What follows belongs to an exercise in optimizing a design on an open flow for small area and a short achievable clock period; a production flow would make more cautious choices.
In this exercise RTL edits were held to simulation tests only and were not proved equivalent to the original.

## flow/design.v (module list and top-level ports; edited modules follow where they fit)
// module FA: 6 lines
// module HA: 6 lines
// module Two_neuron: 1225 lines
module Two_neuron (clk,reset,enable,wgt1,wgt2,inp,out_vector);
  // ...
==> flow/run.sh <==
#!/bin/bash
# synth_recipe.tcl (not shown) runs the flow's synth.tcl, then flattens the netlist and writes it again
# the make line also repeats each setting of config.mk as NAME=value (left out here)
make -C /OpenROAD-flow-scripts/flow DESIGN_CONFIG=/design/flow/config.mk WORK_HOME=/design/flow/orfs CLKGATE_MAP_FILE= SYNTH_SCRIPT=/design/flow/synth_recipe.tcl finish
==> flow/config.mk <==
export PLATFORM = sky130hd
export DESIGN_NAME = Two_neuron
export DESIGN_NICKNAME = Two_neuron
export VERILOG_FILES = /design/flow/design.v
export SDC_FILE = /design/flow/constraint.sdc
export NUM_CORES = 4
export LEC_CHECK = 0
export CAP_MARGIN = 20
export CORE_MARGIN = 2
export CORE_UTILIZATION = 40
export SLEW_MARGIN = 20
export SYNTH_HIERARCHICAL = 1
export SYNTH_MINIMUM_KEEP_SIZE = 0
==> flow/constraint.sdc <==
create_clock -name core_clock -period 25.0 [get_ports {clk}]
set_input_delay 5.0000 -clock core_clock [delete_from_list [all_inputs] [get_ports {clk}]]
set_output_delay 5.0000 -clock core_clock [all_outputs]
set_load 0.01 [all_outputs]
==> run summary, run 1 <==
The count of buffering cells on the critical path with inverters included came out at 1. The path with the worst hold slack has its endpoint at cnt[3]. The total count of hold-check failures in the final report is 0, and the count of final max-slew check failures is 0.

The run finished with no timing, DRC or antenna violations. After detailed routing, the average wire length per cell comes to 22.3 µm. In the layout the commonest cells are sky130_fd_sc_hd__fa_1, sky130_fd_sc_hd__nand2_1, sky130_fd_sc_hd__dfxtp_1, sky130_fd_sc_hd__ha_1, sky130_fd_sc_hd__inv_1.

The tools report the clock buffer count as 53. Averaged over all synthesized cells, the footprint is 9.71 µm². The critical path is of the in -> reg type. TritonCTS built the clock tree. The detailed-routing iteration count for the pre-antenna-repair pass is 5. Post-CTS setup buffer count: 0.

In this run the cell area of the synthesized design comes to 0.0385 mm². The tools report the number of warnings printed during yosys synthesis as 7. In this run the worst setup path begins at inp[62]. Cell type contributing the most total cell area after synthesis: sky130_fd_sc_hd__fa_1. Among the stages of the critical path, the cell type that occurs most often is sky130_fd_sc_hd__fa_1. The tools report the total inserted antenna cells as 4. The netlist uses 76 different library cells. Post-synthesis adder-cell area fraction: 0.441. In this run the clock root is driven by a sky130_fd_sc_hd__clkbuf_16.

In the final layout, flip-flops and latches occupy 0.00649 mm². The total routing usage reported by global routing was 0.239; the number of multi-input logic gates was 3120. Number of buffer cells added on primary ports: 234. Setup repair after global routing left no endpoint under its margin. The family of cells with the greatest summed delay on the critical path was adder cells. The sequential cell area fraction in the yosys report came out at 0.168.

Clock skew on the completed layout was measured at 0.0201 ns. The destination of the worst register-to-register timing path is acc1[12]. Multiplexer share of the synthesized area: 0.0149.

The maximum count of clock buffers along a single path came out at 3. The met1 routing resource usage after global routing was 0.314. The top cell type's share of synthesized area was 0.351; the number of hold-repair buffers added at the cts stage was 0.

At the pin with the least slew margin, the transition time is 0.914 ns. Post-CTS repair changed the size of 0 cells. For this run, the top clock speed supported by timing is 0.101 GHz.

The number of buffers other than clock buffers in the final layout was 253.
==> run 2, diff against run 1 <==
--- a/flow/design.v
+++ b/flow/design.v
@@ -13,41 +13,50 @@
 module Two_neuron (clk,reset,enable,wgt1,wgt2,inp,out_vector);
     input clk;
     input reset;
     input enable;
     input  [63:0] wgt1;
     input  [63:0] wgt2;
     input  [63:0] inp;
     output [63:0] out_vector;
-    function automatic [4:0] sigc;
-        input [18:0] v;
-        reg neg, sat;
-        reg [18:0] u;
+    function automatic [4:0] sig_pos;
+        input sat;
+        input [3:0] m;
+        begin
+            if (sat) sig_pos = 5'd16;
+            else case (m)
+                4'd0: sig_pos = 5'd8;  4'd1: sig_pos = 5'd9;  4'd2: sig_pos = 5'd9;  4'd3: sig_pos = 5'd10;
+                4'd4: sig_pos = 5'd11; 4'd5: sig_pos = 5'd12; 4'd6: sig_pos = 5'd12; 4'd7: sig_pos = 5'd13;
+                4'd8: sig_pos = 5'd14; 4'd9: sig_pos = 5'd14; 4'd10: sig_pos = 5'd14; 4'd11: sig_pos = 5'd15;
+                4'd12: sig_pos = 5'd15; 4'd13: sig_pos = 5'd15; 4'd14: sig_pos = 5'd15; default: sig_pos = 5'd16;
+            endcase
+        end
+    endfunction
+    function automatic [4:0] sig_neg;
+        input sat;
+        input [3:0] m;
+        begin
+            if (sat) sig_neg = 5'd0;
+            else case (m)
+                4'd0: sig_neg = 5'd8;  4'd1: sig_neg = 5'd7;  4'd2: sig_neg = 5'd6;  4'd3: sig_neg = 5'd5;
+                4'd4: sig_neg = 5'd4;  4'd5: sig_neg = 5'd3;  4'd6: sig_neg = 5'd3;  4'd7: sig_neg = 5'd2;
+                4'd8: sig_neg = 5'd2;  4'd9: sig_neg = 5'd1;  4'd10: sig_neg = 5'd1; default: sig_neg = 5'd0;
+            endcase
+        end
+    endfunction
+    function automatic [4:0] sig_sel;
+        input neg;
+        input hi_any;       
+        input hi_all;       
+        input [7:0] lo;
         reg [8:0] t;
         begin
-            neg = v[18];
-            u = neg ? ~v : v;
-            t = neg ? ({1'b0, u[7:0]} + 9'd4) : {1'b0, u[7:0]};
-            sat = (|u[17:8]) | t[8];
-            if (sat) sigc = neg ? 5'd0 : 5'd16;
-            else if (neg) begin
-                case (t[7:4])
-                    4'd0: sigc = 5'd8;  4'd1: sigc = 5'd7;  4'd2: sigc = 5'd6;  4'd3: sigc = 5'd5;
-                    4'd4: sigc = 5'd4;  4'd5: sigc = 5'd3;  4'd6: sigc = 5'd3;  4'd7: sigc = 5'd2;
-                    4'd8: sigc = 5'd2;  4'd9: sigc = 5'd1;  4'd10: sigc = 5'd1; default: sigc = 5'd0;
-                endcase
-            end else begin
-                case (t[7:4])
-                    4'd0: sigc = 5'd8;  4'd1: sigc = 5'd9;  4'd2: sigc = 5'd9;  4'd3: sigc = 5'd10;
-                    4'd4: sigc = 5'd11; 4'd5: sigc = 5'd12; 4'd6: sigc = 5'd12; 4'd7: sigc = 5'd13;
-                    4'd8: sigc = 5'd14; 4'd9: sigc = 5'd14; 4'd10: sigc = 5'd14; 4'd11: sigc = 5'd15;
-                    4'd12: sigc = 5'd15; 4'd13: sigc = 5'd15; 4'd14: sigc = 5'd15; default: sigc = 5'd16;
-                endcase
-            end
+            t = {1'b0, ~lo} + 9'd4;
+            sig_sel = neg ? sig_neg(~hi_all | t[8], t[7:4]) : sig_pos(hi_any, lo[7:4]);
         end
     endfunction
     wire a1, a2, a3, a4, a5, a6, a7, a8, a9, a10, a11, a12, a13, a14, a15, a16;
     wire a17, a18, a19, a20, a21, a22, a23, a24, a25, a26, a27, a28, a29, a30, a31, a32;
     wire a33, a34, a35, a36, a37, a38, a39, a40, a41, a42, a43, a44, a45, a46, a47, a48;
     wire a49, a50, a51, a52, a53, a54, a55, a56, a57, a58, a59, a60, a61, a62, a63, a64;
     wire a65, a66, a67, a68, a69, a70, a71, a72, a73, a74, a75, a76, a77, a78, a79, a80;
     wire a81, a82, a83, a84, a85, a86, a87, a88, a89, a90, a91, a92, a93, a94, a95, a96;
@@ -698,21 +707,22 @@
     FA u_b9 (.a(q13_0), .b(q13_1), .c(q13_2), .s(b9), .co(b10));
     HA u_b11 (.a(q14_0), .b(q14_1), .s(b11), .co(b12));
     HA u_b13 (.a(q15_0), .b(q15_1), .s(b13), .co(b14));
     HA u_b15 (.a(q16_0), .b(q16_1), .s(b15), .co(b16));
     HA u_b17 (.a(q17_0), .b(q17_1), .s(b17), .co(b18));
     wire [18:0] n0 = {b18, b16, b14, b12, b11, b8, b6, b4, b3, b1, q8_0, q7_0, q6_0, q5_0, q4_0, q3_0, q2_0, q1_0, q0_0};
     wire [18:0] n1 = {1'b1, b17, b15, b13, b10, b9, b7, b5, b2, 1'b0, q8_1, q7_1, 1'b0, 1'b0, 1'b0, 1'b0, 1'b0, 1'b0, 1'b0};
     wire [18:0] np = n0 + n1;                  
-    wire [4:0] hs = sigc(~np);
+    wire [18:0] pp = ~np;                      
+    wire [4:0] hs = sig_sel(pp[18], |pp[17:8], &pp[17:8], pp[7:0]);
     wire [4:0] h = pv ? hs : 5'd0;
     wire h34 = h[3] | h[4];
     reg [14:0] zs0;
-    reg [14:0] acc0;    
+    reg [4:0] o0;
     wire [14:0] zt0 = clr ? 15'h7fff : zs0;
     wire m0_1, m0_2, m0_3, m0_4, m0_5, m0_6, m0_7, m0_8, m0_9, m0_10, m0_11, m0_12, m0_13, m0_14, m0_15, m0_16;
     wire m0_17, m0_18, m0_19, m0_20, m0_21, m0_22, m0_23, m0_24, m0_25, m0_26, m0_27, m0_28, m0_29, m0_30, m0_31, m0_32;
     wire m0_33, m0_34, m0_35, m0_36, m0_37, m0_38, m0_39, m0_40, m0_41, m0_42, m0_43, m0_44, m0_45, m0_46, m0_47, m0_48;
     wire m0_49, m0_50, m0_51, m0_52, m0_53, m0_54, m0_55, m0_56, m0_57, m0_58, m0_59, m0_60, m0_61, m0_62, m0_63, m0_64;
     wire m0_65, m0_66, m0_67, m0_68, m0_69, m0_70, m0_71, m0_72, m0_73, m0_74, m0_75, m0_76, m0_77, m0_78, m0_79, m0_80;
     wire m0_81, m0_82, m0_83;
     assign m0_1 = ~(zt0[0] ^ ~(h[0] & pw[0]));
@@ -763,22 +773,22 @@
     assign m0_79 = ~(zt0[12] ^ m0_76);
     assign m0_80 = zt0[12] | m0_76;
     assign m0_81 = ~(zt0[13] ^ m0_80);
     assign m0_82 = zt0[13] | m0_80;
     assign m0_83 = ~(zt0[14] ^ m0_82);
     wire [14:0] zn0 = {m0_83, m0_81, m0_79, m0_77, m0_73, m0_67, m0_54, m0_53, m0_36, m0_28, m0_27, m0_19, m0_11, m0_5, m0_1} + {1'b0, 1'b0, m0_78, m0_74, m0_68, m0_62, m0_61, m0_44, m0_43, m0_35, m0_20, 1'b0, 1'b0, 1'b0, 1'b0};
     always @(posedge clk) begin
         zs0 <= zn0;
-        if (reset) acc0 <= 15'h7fff;
-        else if (full) acc0 <= zn0;
+        if (reset) o0 <= 5'd8;
+        else if (full) o0 <= sig_sel(~zn0[14], ~&zn0[13:8], ~|zn0[13:8], ~zn0[7:0]);
     end
-    assign out_vector[7:0] = {3'b000, sigc({{4{~acc0[14]}}, ~acc0})};
+    assign out_vector[7:0] = {3'b000, o0};
     reg [14:0] zs1;
-    reg [14:0] acc1;    
+    reg [4:0] o1;
     wire [14:0] zt1 = clr ? 15'h7fff : zs1;
     wire m1_1, m1_2, m1_3, m1_4, m1_5, m1_6, m1_7, m1_8, m1_9, m1_10, m1_11, m1_12, m1_13, m1_14, m1_15, m1_16;
     wire m1_17, m1_18, m1_19, m1_20, m1_21, m1_22, m1_23, m1_24, m1_25, m1_26, m1_27, m1_28, m1_29, m1_30, m1_31, m1_32;
     wire m1_33, m1_34, m1_35, m1_36, m1_37, m1_38, m1_39, m1_40, m1_41, m1_42, m1_43, m1_44, m1_45, m1_46, m1_47, m1_48;
     wire m1_49, m1_50, m1_51, m1_52, m1_53, m1_54, m1_55, m1_56, m1_57, m1_58, m1_59, m1_60, m1_61, m1_62, m1_63, m1_64;
     wire m1_65, m1_66, m1_67, m1_68, m1_69, m1_70, m1_71, m1_72, m1_73, m1_74, m1_75, m1_76, m1_77, m1_78, m1_79, m1_80;
     wire m1_81, m1_82, m1_83;
     assign m1_1 = ~(zt1[0] ^ ~(h[0] & pw[8]));
@@ -829,22 +839,22 @@
     assign m1_79 = ~(zt1[12] ^ m1_76);
     assign m1_80 = zt1[12] | m1_76;
     assign m1_81 = ~(zt1[13] ^ m1_80);
     assign m1_82 = zt1[13] | m1_80;
     assign m1_83 = ~(zt1[14] ^ m1_82);
     wire [14:0] zn1 = {m1_83, m1_81, m1_79, m1_77, m1_73, m1_67, m1_54, m1_53, m1_36, m1_28, m1_27, m1_19, m1_11, m1_5, m1_1} + {1'b0, 1'b0, m1_78, m1_74, m1_68, m1_62, m1_61, m1_44, m1_43, m1_35, m1_20, 1'b0, 1'b0, 1'b0, 1'b0};
     always @(posedge clk) begin
         zs1 <= zn1;
-        if (reset) acc1 <= 15'h7fff;
-        else if (full) acc1 <= zn1;
+        if (reset) o1 <= 5'd8;
+        else if (full) o1 <= sig_sel(~zn1[14], ~&zn1[13:8], ~|zn1[13:8], ~zn1[7:0]);
     end
-    assign out_vector[15:8] = {3'b000, sigc({{4{~acc1[14]}}, ~acc1})};
+    assign out_vector[15:8] = {3'b000, o1};
     reg [14:0] zs2;
-    reg [14:0] acc2;    
+    reg [4:0] o2;
     wire [14:0] zt2 = clr ? 15'h7fff : zs2;
     wire m2_1, m2_2, m2_3, m2_4, m2_5, m2_6, m2_7, m2_8, m2_9, m2_10, m2_11, m2_12, m2_13, m2_14, m2_15, m2_16;
     wire m2_17, m2_18, m2_19, m2_20, m2_21, m2_22, m2_23, m2_24, m2_25, m2_26, m2_27, m2_28, m2_29, m2_30, m2_31, m2_32;
     wire m2_33, m2_34, m2_35, m2_36, m2_37, m2_38, m2_39, m2_40, m2_41, m2_42, m2_43, m2_44, m2_45, m2_46, m2_47, m2_48;
     wire m2_49, m2_50, m2_51, m2_52, m2_53, m2_54, m2_55, m2_56, m2_57, m2_58, m2_59, m2_60, m2_61, m2_62, m2_63, m2_64;
     wire m2_65, m2_66, m2_67, m2_68, m2_69, m2_70, m2_71, m2_72, m2_73, m2_74, m2_75, m2_76, m2_77, m2_78, m2_79, m2_80;
     wire m2_81, m2_82, m2_83;
     assign m2_1 = ~(zt2[0] ^ ~(h[0] & pw[16]));
@@ -895,22 +905,22 @@
     assign m2_79 = ~(zt2[12] ^ m2_76);
     assign m2_80 = zt2[12] | m2_76;
     assign m2_81 = ~(zt2[13] ^ m2_80);
     assign m2_82 = zt2[13] | m2_80;
     assign m2_83 = ~(zt2[14] ^ m2_82);
     wire [14:0] zn2 = {m2_83, m2_81, m2_79, m2_77, m2_73, m2_67, m2_54, m2_53, m2_36, m2_28, m2_27, m2_19, m2_11, m2_5, m2_1} + {1'b0, 1'b0, m2_78, m2_74, m2_68, m2_62, m2_61, m2_44, m2_43, m2_35, m2_20, 1'b0, 1'b0, 1'b0, 1'b0};
     always @(posedge clk) begin
         zs2 <= zn2;
-        if (reset) acc2 <= 15'h7fff;
-        else if (full) acc2 <= zn2;
+        if (reset) o2 <= 5'd8;
+        else if (full) o2 <= sig_sel(~zn2[14], ~&zn2[13:8], ~|zn2[13:8], ~zn2[7:0]);
     end
-    assign out_vector[23:16] = {3'b000, sigc({{4{~acc2[14]}}, ~acc2})};
+    assign out_vector[23:16] = {3'b000, o2};
     reg [14:0] zs3;
-    reg [14:0] acc3;    
+    reg [4:0] o3;
     wire [14:0] zt3 = clr ? 15'h7fff : zs3;
     wire m3_1, m3_2, m3_3, m3_4, m3_5, m3_6, m3_7, m3_8, m3_9, m3_10, m3_11, m3_12, m3_13, m3_14, m3_15, m3_16;
     wire m3_17, m3_18, m3_19, m3_20, m3_21, m3_22, m3_23, m3_24, m3_25, m3_26, m3_27, m3_28, m3_29, m3_30, m3_31, m3_32;
     wire m3_33, m3_34, m3_35, m3_36, m3_37, m3_38, m3_39, m3_40, m3_41, m3_42, m3_43, m3_44, m3_45, m3_46, m3_47, m3_48;
     wire m3_49, m3_50, m3_51, m3_52, m3_53, m3_54, m3_55, m3_56, m3_57, m3_58, m3_59, m3_60, m3_61, m3_62, m3_63, m3_64;
     wire m3_65, m3_66, m3_67, m3_68, m3_69, m3_70, m3_71, m3_72, m3_73, m3_74, m3_75, m3_76, m3_77, m3_78, m3_79, m3_80;
     wire m3_81, m3_82, m3_83;
     assign m3_1 = ~(zt3[0] ^ ~(h[0] & pw[24]));
@@ -961,22 +971,22 @@
     assign m3_79 = ~(zt3[12] ^ m3_76);
     assign m3_80 = zt3[12] | m3_76;
     assign m3_81 = ~(zt3[13] ^ m3_80);
     assign m3_82 = zt3[13] | m3_80;
     assign m3_83 = ~(zt3[14] ^ m3_82);
     wire [14:0] zn3 = {m3_83, m3_81, m3_79, m3_77, m3_73, m3_67, m3_54, m3_53, m3_36, m3_28, m3_27, m3_19, m3_11, m3_5, m3_1} + {1'b0, 1'b0, m3_78, m3_74, m3_68, m3_62, m3_61, m3_44, m3_43, m3_35, m3_20, 1'b0, 1'b0, 1'b0, 1'b0};
     always @(posedge clk) begin
         zs3 <= zn3;
-        if (reset) acc3 <= 15'h7fff;
-        else if (full) acc3 <= zn3;
+        if (reset) o3 <= 5'd8;
+        else if (full) o3 <= sig_sel(~zn3[14], ~&zn3[13:8], ~|zn3[13:8], ~zn3[7:0]);
     end
-    assign out_vector[31:24] = {3'b000, sigc({{4{~acc3[14]}}, ~acc3})};
+    assign out_vector[31:24] = {3'b000, o3};
     reg [14:0] zs4;
-    reg [14:0] acc4;    
+    reg [4:0] o4;
     wire [14:0] zt4 = clr ? 15'h7fff : zs4;
     wire m4_1, m4_2, m4_3, m4_4, m4_5, m4_6, m4_7, m4_8, m4_9, m4_10, m4_11, m4_12, m4_13, m4_14, m4_15, m4_16;
     wire m4_17, m4_18, m4_19, m4_20, m4_21, m4_22, m4_23, m4_24, m4_25, m4_26, m4_27, m4_28, m4_29, m4_30, m4_31, m4_32;
     wire m4_33, m4_34, m4_35, m4_36, m4_37, m4_38, m4_39, m4_40, m4_41, m4_42, m4_43, m4_44, m4_45, m4_46, m4_47, m4_48;
     wire m4_49, m4_50, m4_51, m4_52, m4_53, m4_54, m4_55, m4_56, m4_57, m4_58, m4_59, m4_60, m4_61, m4_62, m4_63, m4_64;
     wire m4_65, m4_66, m4_67, m4_68, m4_69, m4_70, m4_71, m4_72, m4_73, m4_74, m4_75, m4_76, m4_77, m4_78, m4_79, m4_80;
     wire m4_81, m4_82, m4_83;
     assign m4_1 = ~(zt4[0] ^ ~(h[0] & pw[32]));
@@ -1027,22 +1037,22 @@
     assign m4_79 = ~(zt4[12] ^ m4_76);
     assign m4_80 = zt4[12] | m4_76;
     assign m4_81 = ~(zt4[13] ^ m4_80);
     assign m4_82 = zt4[13] | m4_80;
     assign m4_83 = ~(zt4[14] ^ m4_82);
     wire [14:0] zn4 = {m4_83, m4_81, m4_79, m4_77, m4_73, m4_67, m4_54, m4_53, m4_36, m4_28, m4_27, m4_19, m4_11, m4_5, m4_1} + {1'b0, 1'b0, m4_78, m4_74, m4_68, m4_62, m4_61, m4_44, m4_43, m4_35, m4_20, 1'b0, 1'b0, 1'b0, 1'b0};
     always @(posedge clk) begin
         zs4 <= zn4;
-        if (reset) acc4 <= 15'h7fff;
-        else if (full) acc4 <= zn4;
+        if (reset) o4 <= 5'd8;
+        else if (full) o4 <= sig_sel(~zn4[14], ~&zn4[13:8], ~|zn4[13:8], ~zn4[7:0]);
     end
-    assign out_vector[39:32] = {3'b000, sigc({{4{~acc4[14]}}, ~acc4})};
+    assign out_vector[39:32] = {3'b000, o4};
     reg [14:0] zs5;
-    reg [14:0] acc5;    
+    reg [4:0] o5;
     wire [14:0] zt5 = clr ? 15'h7fff : zs5;
     wire m5_1, m5_2, m5_3, m5_4, m5_5, m5_6, m5_7, m5_8, m5_9, m5_10, m5_11, m5_12, m5_13, m5_14, m5_15, m5_16;
     wire m5_17, m5_18, m5_19, m5_20, m5_21, m5_22, m5_23, m5_24, m5_25, m5_26, m5_27, m5_28, m5_29, m5_30, m5_31, m5_32;
     wire m5_33, m5_34, m5_35, m5_36, m5_37, m5_38, m5_39, m5_40, m5_41, m5_42, m5_43, m5_44, m5_45, m5_46, m5_47, m5_48;
     wire m5_49, m5_50, m5_51, m5_52, m5_53, m5_54, m5_55, m5_56, m5_57, m5_58, m5_59, m5_60, m5_61, m5_62, m5_63, m5_64;
     wire m5_65, m5_66, m5_67, m5_68, m5_69, m5_70, m5_71, m5_72, m5_73, m5_74, m5_75, m5_76, m5_77, m5_78, m5_79, m5_80;
     wire m5_81, m5_82, m5_83;
     assign m5_1 = ~(zt5[0] ^ ~(h[0] & pw[40]));
@@ -1093,22 +1103,22 @@
     assign m5_79 = ~(zt5[12] ^ m5_76);
     assign m5_80 = zt5[12] | m5_76;
     assign m5_81 = ~(zt5[13] ^ m5_80);
     assign m5_82 = zt5[13] | m5_80;
     assign m5_83 = ~(zt5[14] ^ m5_82);
     wire [14:0] zn5 = {m5_83, m5_81, m5_79, m5_77, m5_73, m5_67, m5_54, m5_53, m5_36, m5_28, m5_27, m5_19, m5_11, m5_5, m5_1} + {1'b0, 1'b0, m5_78, m5_74, m5_68, m5_62, m5_61, m5_44, m5_43, m5_35, m5_20, 1'b0, 1'b0, 1'b0, 1'b0};
     always @(posedge clk) begin
         zs5 <= zn5;
-        if (reset) acc5 <= 15'h7fff;
-        else if (full) acc5 <= zn5;
+        if (reset) o5 <= 5'd8;
+        else if (full) o5 <= sig_sel(~zn5[14], ~&zn5[13:8], ~|zn5[13:8], ~zn5[7:0]);
     end
-    assign out_vector[47:40] = {3'b000, sigc({{4{~acc5[14]}}, ~acc5})};
+    assign out_vector[47:40] = {3'b000, o5};
     reg [14:0] zs6;
-    reg [14:0] acc6;    
+    reg [4:0] o6;
     wire [14:0] zt6 = clr ? 15'h7fff : zs6;
     wire m6_1, m6_2, m6_3, m6_4, m6_5, m6_6, m6_7, m6_8, m6_9, m6_10, m6_11, m6_12, m6_13, m6_14, m6_15, m6_16;
     wire m6_17, m6_18, m6_19, m6_20, m6_21, m6_22, m6_23, m6_24, m6_25, m6_26, m6_27, m6_28, m6_29, m6_30, m6_31, m6_32;
     wire m6_33, m6_34, m6_35, m6_36, m6_37, m6_38, m6_39, m6_40, m6_41, m6_42, m6_43, m6_44, m6_45, m6_46, m6_47, m6_48;
     wire m6_49, m6_50, m6_51, m6_52, m6_53, m6_54, m6_55, m6_56, m6_57, m6_58, m6_59, m6_60, m6_61, m6_62, m6_63, m6_64;
     wire m6_65, m6_66, m6_67, m6_68, m6_69, m6_70, m6_71, m6_72, m6_73, m6_74, m6_75, m6_76, m6_77, m6_78, m6_79, m6_80;
     wire m6_81, m6_82, m6_83;
     assign m6_1 = ~(zt6[0] ^ ~(h[0] & pw[48]));
@@ -1159,22 +1169,22 @@
     assign m6_79 = ~(zt6[12] ^ m6_76);
     assign m6_80 = zt6[12] | m6_76;
     assign m6_81 = ~(zt6[13] ^ m6_80);
     assign m6_82 = zt6[13] | m6_80;
     assign m6_83 = ~(zt6[14] ^ m6_82);
     wire [14:0] zn6 = {m6_83, m6_81, m6_79, m6_77, m6_73, m6_67, m6_54, m6_53, m6_36, m6_28, m6_27, m6_19, m6_11, m6_5, m6_1} + {1'b0, 1'b0, m6_78, m6_74, m6_68, m6_62, m6_61, m6_44, m6_43, m6_35, m6_20, 1'b0, 1'b0, 1'b0, 1'b0};
     always @(posedge clk) begin
         zs6 <= zn6;
-        if (reset) acc6 <= 15'h7fff;
-        else if (full) acc6 <= zn6;
+        if (reset) o6 <= 5'd8;
+        else if (full) o6 <= sig_sel(~zn6[14], ~&zn6[13:8], ~|zn6[13:8], ~zn6[7:0]);
     end
-    assign out_vector[55:48] = {3'b000, sigc({{4{~acc6[14]}}, ~acc6})};
+    assign out_vector[55:48] = {3'b000, o6};
     reg [14:0] zs7;
-    reg [14:0] acc7;    
+    reg [4:0] o7;
     wire [14:0] zt7 = clr ? 15'h7fff : zs7;
     wire m7_1, m7_2, m7_3, m7_4, m7_5, m7_6, m7_7, m7_8, m7_9, m7_10, m7_11, m7_12, m7_13, m7_14, m7_15, m7_16;
     wire m7_17, m7_18, m7_19, m7_20, m7_21, m7_22, m7_23, m7_24, m7_25, m7_26, m7_27, m7_28, m7_29, m7_30, m7_31, m7_32;
     wire m7_33, m7_34, m7_35, m7_36, m7_37, m7_38, m7_39, m7_40, m7_41, m7_42, m7_43, m7_44, m7_45, m7_46, m7_47, m7_48;
     wire m7_49, m7_50, m7_51, m7_52, m7_53, m7_54, m7_55, m7_56, m7_57, m7_58, m7_59, m7_60, m7_61, m7_62, m7_63, m7_64;
     wire m7_65, m7_66, m7_67, m7_68, m7_69, m7_70, m7_71, m7_72, m7_73, m7_74, m7_75, m7_76, m7_77, m7_78, m7_79, m7_80;
     wire m7_81, m7_82, m7_83;
     assign m7_1 = ~(zt7[0] ^ ~(h[0] & pw[56]));
@@ -1225,13 +1235,13 @@
     assign m7_79 = ~(zt7[12] ^ m7_76);
     assign m7_80 = zt7[12] | m7_76;
     assign m7_81 = ~(zt7[13] ^ m7_80);
     assign m7_82 = zt7[13] | m7_80;
     assign m7_83 = ~(zt7[14] ^ m7_82);
     wire [14:0] zn7 = {m7_83, m7_81, m7_79, m7_77, m7_73, m7_67, m7_54, m7_53, m7_36, m7_28, m7_27, m7_19, m7_11, m7_5, m7_1} + {1'b0, 1'b0, m7_78, m7_74, m7_68, m7_62, m7_61, m7_44, m7_43, m7_35, m7_20, 1'b0, 1'b0, 1'b0, 1'b0};
     always @(posedge clk) begin
         zs7 <= zn7;
-        if (reset) acc7 <= 15'h7fff;
-        else if (full) acc7 <= zn7;
+        if (reset) o7 <= 5'd8;
+        else if (full) o7 <= sig_sel(~zn7[14], ~&zn7[13:8], ~|zn7[13:8], ~zn7[7:0]);
     end
-    assign out_vector[63:56] = {3'b000, sigc({{4{~acc7[14]}}, ~acc7})};
+    assign out_vector[63:56] = {3'b000, o7};
 endmodule
==> flow/flow/run.sh (new file) <==
#!/bin/bash
# The standard layout (the standard.sh, unchanged synthesis), with every input and
# output port buffered by a sky130_fd_sc_hd__buf_2 instead of the resizer's default pick.
set -e
export BUFFER_PORTS_ARGS="-buffer_cell sky130_fd_sc_hd__buf_2"
bash standard.sh > standard.log 2>&1
==> flow/standard.sh (new file) <==
#!/bin/bash
# synth_recipe.tcl (not shown) runs the flow's synth.tcl, then flattens the netlist and writes it again
# the make line also repeats each setting of config.mk as NAME=value (left out here)
make -C /OpenROAD-flow-scripts/flow DESIGN_CONFIG=/design/flow/config.mk WORK_HOME=/design/flow/orfs CLKGATE_MAP_FILE= SYNTH_SCRIPT=/design/flow/synth_recipe.tcl "${@:-finish}"
removed: flow/run.sh
==> run 2 against run 1 <==
  * Register-to-register slack worse by 0.33 ns
  * Worst setup slack better by 0.66 ns
  * Via count down 14%
  * Maximum frequency up 7.2%
  * Critical path depth unchanged
  * Utilization down 1.2 points
  * Clock skew down 0.0029 ns
  * Sequential cell count down 64
  * Non-clock buffer count down 7
  * Critical path type unchanged
  * Critical endpoint is now q10_1
  * Highest routed layer unchanged
==> run summary, run 2 <==
After the last flow step, the layout net total stands at 4691. The final cycle utilization of the critical path is 0.369. The tools report the post-synthesis instance area as 0.0342 mm² (-11%). For the total routing usage reported by global routing, the log shows 0.228 (-0.0112). For this run, design rule violations remaining after detail routing come to 0. Among the stages of the critical path, the cell type that occurs most often is sky130_fd_sc_hd__fa_1. Count of max-cap constraint violations: 0.

Grouping stages by cell kind, the critical path spends the most delay in adder cells. In this run, CTS created clock tree buffers numbering 31. The path class of the lowest-slack min-delay path is reg -> reg. The first global-routing pass estimated 154000 µm of wire.

The fraction of registers with async set or reset after synthesis is 0, and the count of fill cells added during filler insertion is 8212. The run gives 0 ns as the total negative setup slack. Sorting the synthesized cells by how often they occur yields sky130_fd_sc_hd__fa_1, sky130_fd_sc_hd__nand2_1, sky130_fd_sc_hd__ha_1. The synthesized design contains 0 enable-type register cells. The finished cells cover 0.0372 mm².

For the distinct cell type count of the synthesized netlist, the log shows 90 (+18%). TritonCTS built the clock tree. The detailed-routing iteration count for the pre-antenna-repair pass is 7 (+2), and the count of cells resized by post-cts repair is 0 (unchanged).

Setup violations remaining at the end of the flow were counted as 0. The floorplan step defined a die boundary enclosing 0.0879 mm². Critical path class: in -> reg. The tools report the number of hold-repair buffers added at the cts stage as 0 (unchanged). The maximum fanout along the worst path was 8. The die is 297 µm tall. The detail route stage leaves a number of antenna-violating nets equal to 0. The highest cell delay on the worst timing path is 0.53 ns.

The share of final-layout standard cells stronger than drive strength 1 came out at 0.106. Sorting the synthesized cells by area gives the leading types as sky130_fd_sc_hd__fa_1, sky130_fd_sc_hd__dfxtp_1, sky130_fd_sc_hd__ha_1, sky130_fd_sc_hd__nand2_1, sky130_fd_sc_hd__nand3_1. The count of mapped cells out of synthesis was 3452; the worst-case headroom to the max-slew limit was 0.410.

The flip-flop count of the largest register, all copies and words added is 64, and the count of buffering cells on the critical path with inverters included is 1 (unchanged). The top register by number of flip-flops was pw. The post-detailed-route wirelength per cell was 21.0 µm (-5.8%).

Clock-pin slew was measured on the worst setup and hold paths at 0.06 ns. The core outline area was 0.0850 mm²; the number of DRC markers after the initial detailed-route iteration was 1424. The average cell area after synthesis was 9.92 µm² (+2.2%); the total congestion overflow after global routing was 0.

The flip-flop cell with the highest count after synthesis is sky130_fd_sc_hd__dfxtp_1. Relative area change from synthesis to final layout: 8.57%. The tools report the effective utilization at floorplan as 0.403.

The number of top-level pins was 259. Walking the worst path, the cells encountered are buf_2, nand2_1, fa_1, fa_1, fa_1, fa_1, fa_1, fa_1, fa_1, fa_1, fa_1. The level count of the clock H-tree is 1. The total count of hold-check failures in the final report was 0 (unchanged). Entering global routing, the biggest net connects 234 pins. The critical path required time is 25.46 ns. The cell sitting at the root of the clock tree is a sky130_fd_sc_hd__clkbuf_16. The run gives 5 as the initial antenna violation count.

After legalization and detailed placement, the total HPWL measured 81400 µm. Leaving out fill and tap cells, the most frequent cells in the layout are sky130_fd_sc_hd__fa_1, sky130_fd_sc_hd__nand2_1, sky130_fd_sc_hd__ha_1, sky130_fd_sc_hd__dfxtp_1, sky130_fd_sc_hd__buf_2. The number of buffer cells added on primary ports was 234 (unchanged); the latest clock arrival within the worst-skew pair was 0.60 ns. STA puts the critical path data arrival time at 9.69 ns. The number of rows created at floorplan is 107. Yosys instantiated no cell more often than sky130_fd_sc_hd__fa_1. The leading cell type in the layout, fill and taps excluded was sky130_fd_sc_hd__fa_1.

Slew at the pin closest to its max-slew limit: 0.884 ns (-0.0296 ns). The maximum count of clock buffers along a single path came out at 3 (unchanged). The clock period minus worst slack is 9.23 ns. The logs give 4645 for the total placed cells including tap cells and 0.0361 mm² for the cell area after placement. Slowest cell on the critical path: sky130_fd_sc_hd__fa_1.

The worst setup path is launched from an input port. The number of warnings printed during yosys synthesis is 7 (unchanged), and the sequential cell area fraction in the yosys report is 0.152 (-0.0164). The global placer's final weighted congestion is 0.987, and the post-route non-filler standard cell count is 4701. The post-CTS setup buffer count is 0 (unchanged), and the final setup skew is 0.0171 ns (-0.00295 ns). Summed over all layers, the routed wires come to 98700 µm. STA classifies the critical path endpoint as a register. The die is 297 µm wide. After synthesis the netlist holds a flip-flop and latch count of 260. The clock sink count is 260, and the top cell type's share of synthesized area is 0.395 (+0.0439).

The cell type contributing the most total cell area after synthesis was sky130_fd_sc_hd__fa_1. The run finished with no timing, DRC or antenna violations. Detailed routing inserted a total of 25300 vias.

Setup repair after global routing left no endpoint under its margin. After detailed routing, the number of vias per cell comes to 5.38. The via count of the first global-routing pass came out at 26700. The logs give 0 (unchanged) for the count of final max-slew check failures and 0.108 GHz (+7.2%) for the highest attainable clock frequency.
## run 2: area by class of cell
cell class              instances  area (µm²)  area share
inverters                     189         709      0.0191
diodes                          3        7.51    0.000202
well taps                    1144        1430      0.0385
clock inverters                14         170     0.00458
clock buffers                  39         857      0.0231
flip-flops and latches        260        5210       0.140
multi-input cells            2806       27500       0.740
repair buffers                246        1270      0.0343
## run 2: logic make-up after synthesis
| family | count (synthesis) | synth area share |
|---|---|---|
| and+or+nand+nor | 1283 | 0.182 |
| adders and majority gates | 962 | 0.500 |
| buffers and inverters | 409 | 0.0487 |
| AOI/OAI and AO/OA | 387 | 0.0781 |
| DFF | 260 | 0.152 |
| xor gates and xnor gates | 138 | 0.0353 |
| muxes | 12 | 0.00369 |
| other | 1 | 0.000110 |
## run 2: modules after synthesis (local to each module, per instance)
module	cells	copies in the design
FA	1	667
HA	1	91
Two_neuron	2694	1
## run 2: routing by layer
layer / vias to the layer above / wire length (µm) / track usage
met1: 12700 / 40800 / 0.292
met5: - / 8 / 0
li1: 11600 / - / -
met3: 209 / 5900 / 0.0303
met4: 2 / 3310 / 0.0755
met2: 853 / 48600 / 0.398
## run 2: final timing paths
path / cells past startpoint / start / end / slack (ns)
setup / recovery: 11 / inp[2] / q10_1 / 15.77
setup reg to reg: 24 / q13_0 / o3[2] / 16.25
hold / removal: 2 / o1[4] / o1[4] / 0.46
hold reg to reg: 2 / o1[4] / o1[4] / 0.46
## run 2: through the flow
| step | setup WS, ns | hold WS (ns) | util |
|---|---|---|---|
| 2_1_floorplan | 15.50 | 0.441 | - |
| 3_3_place_gp | 15.25 | 0.435 | 0.425 |
| 3_5_place_dp | 15.22 | 0.456 | 0.425 |
| 4_1_cts | 15.84 | 0.470 | 0.437 |
| 5_1_grt | 15.69 | 0.494 | 0.437 |
| 6_report | 15.77 | 0.464 | 0.437 |
## run 2: worst reg2reg max path: stages, from the launching register on
cell,delay [ns]
sky130_fd_sc_hd__dfxtp_1,0.32
sky130_fd_sc_hd__fa_1,0.48
sky130_fd_sc_hd__ha_1,0.39
sky130_fd_sc_hd__o21ai_1,0.11
sky130_fd_sc_hd__a221oi_1,0.45
sky130_fd_sc_hd__a21boi_1,0.14
sky130_fd_sc_hd__xnor2_1,0.17
sky130_fd_sc_hd__or4b_1,0.64
sky130_fd_sc_hd__nor3_2,0.26
sky130_fd_sc_hd__a32o_4,0.47
sky130_fd_sc_hd__buf_4,0.54
sky130_fd_sc_hd__nand3_1,0.23
sky130_fd_sc_hd__fa_1,0.59
sky130_fd_sc_hd__fa_1,0.45
sky130_fd_sc_hd__fa_1,0.41
sky130_fd_sc_hd__ha_1,0.25
sky130_fd_sc_hd__fa_1,0.43
sky130_fd_sc_hd__a211oi_1,0.27
sky130_fd_sc_hd__o21bai_1,0.16
sky130_fd_sc_hd__a2111oi_2,0.41
sky130_fd_sc_hd__or3_1,0.18
sky130_fd_sc_hd__o211ai_1,0.11
sky130_fd_sc_hd__or4b_1,0.58
sky130_fd_sc_hd__or4b_1,0.52
sky130_fd_sc_hd__o211ai_1,0.11

[what the ideal ports hide]
Ports are ideal in the flow. The routed layouts listed here were re-timed in OpenROAD.
Step 1: set_driving_cell puts a clkbuf_16 on clk and a buf_2 on each other input, an assumption about the parent block.
Step 2 moves the port delays by t, midway between the first and last clock arrival at a register: inputs arrive t later, outputs are due t later. That takes back most of the time a late clock gives input paths.
Three values: ideal, step 1, step 2; two values: the first two.
run	t (ns)	setup slack, ns	clock arrival spread, ns	worst data-port slew with drivers (ns)	pins driven straight from the clock port
run 1	0.625	15.113 / 15.146 / 14.521	0.021 / 0.021	0.16	1
run 2	0.652	15.773 / 15.813 / 15.161	0.021 / 0.020	0.13	1
After both steps every run listed still meets setup and hold. For run 2, which loses most, drivers alone change the setup slack by +0.040 ns; drivers and shift together by -0.612 ns.
